What follows belongs to an exercise in optimizing a design on an open flow for small area and a short achievable clock period; a production flow would make more cautious choices. In this exercise RTL edits were held to simulation tests only and were not proved equivalent to the original. No activity file was given, so power comes from the tool's default toggle rates.

## try-cedar
==> flow/design.v (excerpt) <==
module fpu #(
    parameter WIDTH = 24
)(
    input   logic clk,
    input   wire logic [WIDTH - 1:0] a,
    input   wire logic [WIDTH - 1:0] b,
    input   wire logic [3:0]         opcode,
    output  logic [WIDTH - 1:0] result
);
Size: ~2000 cells after synthesis, about 18000 um^2 of cells after synthesis.
export LEC_CHECK = 0
export CAP_MARGIN = 20
export CORE_MARGIN = 2
export CORE_UTILIZATION = 50
export CTS_BUF_LIST = sky130_fd_sc_hd__clkbuf_4 sky130_fd_sc_hd__clkbuf_8
export SETUP_SLACK_MARGIN = 5
export SLEW_MARGIN = 20
export SYNTH_HIERARCHICAL = 1
export SYNTH_MINIMUM_KEEP_SIZE = 0
create_clock -name core_clock -period 8.5 [get_ports {clk}]
standard.sh (not shown) runs the stock make flow with config.mk's settings and CLKGATE_MAP_FILE= SYNTH_SCRIPT=/design/flow/synth_recipe.tcl, a recipe that flattens the netlist after the stock synthesis.
==> flow/flow/run.sh <==
#!/bin/bash
# The standard layout, except that the input and output ports are
# buffered with sky130_fd_sc_hd__buf_2 cells (buffer_ports -buffer_cell)
# instead of the default delay-cell buffers. ORFS's own logs are kept
# under orfs/logs; make's output goes to standard.log.
set -euo pipefail
export BUFFER_PORTS_ARGS="-buffer_cell sky130_fd_sc_hd__buf_2"
bash standard.sh > standard.log 2>&1
> inputs changed (try-cedar -> try-pepper)
- a change of CORE_UTILIZATION from 50 to 40
==> flow/flow/run.sh <==
#!/bin/bash
# The standard layout, except that:
# - the input and output ports are buffered with sky130_fd_sc_hd__buf_2 cells
#   (buffer_ports -buffer_cell) instead of the default delay-cell buffers;
# - the buffers that synthesis (ABC) inserted are removed at floorplan
#   (REMOVE_ABC_BUFFERS), leaving buffering to the placement-aware repair.
# ORFS's own logs are kept under orfs/logs; make's output goes to standard.log.
set -euo pipefail
export BUFFER_PORTS_ARGS="-buffer_cell sky130_fd_sc_hd__buf_2"
export REMOVE_ABC_BUFFERS=1
bash standard.sh > standard.log 2>&1
## What came out
- try-cedar and try-pepper ended up with roughly the same met2 routed wirelength.
- Internal power consumption (try-pepper over try-cedar): increase, 190 uW
- For final wirelength, try-cedar and try-pepper come out practically identical.
- Relative to try-cedar, the final cell area reported for try-pepper is higher.
- Taking try-cedar as the reference, in try-pepper global-route usage decreased 6.3 points; clock group total power increased about 9%; worst hold slack increased 0.064 ns.
- For try-pepper, the critical-path cell with the highest stage delay was sky130_fd_sc_hd__fa_1, unlike try-cedar, where it was sky130_fd_sc_hd__mux4_2.
- Summary — final cycle utilization of the critical path, try-pepper relative to try-cedar: higher, by 0.22 points.
- Compared try-pepper vs try-cedar, and fraction of power spent switching nets is down in try-pepper.
- met4 as the top metal layer carrying routed signals was reported by try-cedar, and met5 by try-pepper.
- try-pepper: growth of design area from synthesis to finish higher than try-cedar
### try-pepper -> try-violet
- CTS_BUF_LIST no longer set, was sky130_fd_sc_hd__clkbuf_4 sky130_fd_sc_hd__clkbuf_8
==> flow/flow/run.sh <==
#!/bin/bash
# The standard layout, except that the input and output ports are
# buffered with sky130_fd_sc_hd__buf_2 cells (buffer_ports -buffer_cell)
# instead of the default delay-cell buffers. ORFS's own logs are kept
# under orfs/logs; make's output goes to standard.log.
set -euo pipefail
export BUFFER_PORTS_ARGS="-buffer_cell sky130_fd_sc_hd__buf_2"
bash standard.sh > standard.log 2>&1
### Flow results
Every run (try-pepper and try-violet) finished clean. Looking at cell type of the slowest stage on the worst timing path, the sky130_fd_sc_hd__fa_2 result is from try-violet; the sky130_fd_sc_hd__fa_1 one comes from try-pepper. Diff try-pepper -> try-violet | cell area | down slightly. Going from try-pepper to try-violet, end-of-flow core utilization shrinks by 0.45 points. Reported leakage power: try-pepper and try-violet compared, lower one is try-violet. Per the comparison of try-violet with try-pepper, wire length went up, flip-flop and latch count shows no meaningful change, number of gates on the worst path with buffers counted decreased 3, number of diodes lower. Delta(global-route usage, try-violet - try-pepper) > 0. Share of total power in combinational logic: try-violet < try-pepper.
For try-umber, these inputs were changed with respect to try-violet:
- setting GPL_ROUTABILITY_DRIVEN to 0 for the first time
- setting CTS_BUF_LIST to sky130_fd_sc_hd__clkbuf_4 sky130_fd_sc_hd__clkbuf_8 for the first time
## What came out
Taking try-violet as the reference, in try-umber largest voltage drop on the vdd net moved down; total of fill cells in the finished design moved up; total design power moved down. try-umber completed every stage of the flow, and the final layout passed the timing, DRC and antenna checks. Looking at layout overhead on the synthesized area, try-umber sits 3.4 points below try-violet.

---

fpu again, from the RTL that the note above started with.
clock: 8.5 ns
lec_check: 0
cap_margin: 20
core_margin: 2
core_utilization: 40
setup_slack_margin: 4.7
slew_margin: 20
synth_hierarchical: 1
synth_minimum_keep_size: 0
run.sh (not shown) runs the stock make flow with config.mk's settings and CLKGATE_MAP_FILE= SYNTH_SCRIPT=/design/flow/synth_recipe.tcl, a recipe that flattens the netlist after the stock synthesis.
Stock flow here: none of the scripts above is used.
The baseline ran to the end with no violations.
Next try:
==> flow/flow/run.sh (new file) <==
#!/bin/bash
# The standard layout, except that the input and output ports are
# buffered with sky130_fd_sc_hd__buf_2 cells (buffer_ports -buffer_cell)
# instead of the default delay-cell buffers. ORFS's own logs are kept
# under orfs/logs; make's output goes to standard.log.
set -euo pipefail
export BUFFER_PORTS_ARGS="-buffer_cell sky130_fd_sc_hd__buf_2"
bash standard.sh > standard.log 2>&1
==> flow/standard.sh (new file) <==
#!/bin/bash
# synth_recipe.tcl (not shown) runs the flow's synth.tcl, then flattens the netlist and writes it again
# the make line also repeats each setting of config.mk as NAME=value (left out here)
make -C /OpenROAD-flow-scripts/flow DESIGN_CONFIG=/design/flow/config.mk WORK_HOME=/design/flow/orfs CLKGATE_MAP_FILE= SYNTH_SCRIPT=/design/flow/synth_recipe.tcl "${@:-finish}"
CTS_BUF_LIST = sky130_fd_sc_hd__clkbuf_4 sky130_fd_sc_hd__clkbuf_8   (was default)
SETUP_SLACK_MARGIN = 5   (was 4.7)
TNS_END_PERCENT = 10   (was default)
removed: flow/run.sh
After rerunning: The changed run went through all stages and came out clean. Sequential power barely changes. Worst setup slack is better by 0.22 ns. Clock power drops by 24%. Final area climbs by 0.86%. Power barely changes. Worst hold slack is better by 0.018 ns.
Next try:
TNS_END_PERCENT = default   (was 10)
Outcome: The changed run ran to the end with no violations. Wire length went up by 2.4%. Worst setup slack gets worse by 0.0089 ns. Cell count hardly moves. Die area is unchanged. Flip-flop and latch count does not change. Non-clock buffer count went down by 1. Total power went down by 0.43%.

==> separate check: timing with driven ports <==
The flow's constraints put no driver on any port. The routed layouts listed below were extracted and timed again, unchanged, in two steps. Step 1 sets driving cells, clkbuf_16 on the clock port and buf_2 on the other inputs (assumed; they add their load-dependent delay and slew). Step 2, shift: input delay + t, output delay - t, t = (earliest + latest rising clock arrival at the registers) / 2. This alone moves slack from input paths to output paths. a / b / c = ideal / step 1 / step 2; a / b = the first two.
| run | shift t [ns] | setup WS [ns] | worst setup path after step 2 | worst register clock-pin slew, ns | cell pins on the clock port's net |
|---|---|---|---|---|---|
| try-cedar | 0.563 | 4.957 / 4.957 / 4.792 | input to register | 0.11 / 0.11 | 1 |
| try-pepper | 0.575 | 4.939 / 4.939 / 4.939 | register to register | 0.11 / 0.11 | 1 |
| try-violet | 0.510 | 5.015 / 5.015 / 4.847 | input to register | 0.07 / 0.07 | 1 |
| try-umber | 0.556 | 4.972 / 4.972 / 4.695 | input to register | 0.10 / 0.10 | 1 |
| the first run of note 2 | 0.522 | 4.769 / 4.769 / 4.548 | input to register | 0.08 / 0.08 | 1 |
| the second run of note 2 | 0.565 | 4.991 / 4.991 / 4.663 | input to register | 0.11 / 0.11 | 1 |
| the third run of note 2 | 0.560 | 4.982 / 4.982 / 4.845 | input to register | 0.10 / 0.10 | 1 |
After both steps setup and hold are still met in every run listed. The setup slack of the second run of note 2, which loses most, moves by 0.000 ns with the drivers and by -0.328 ns with both steps.
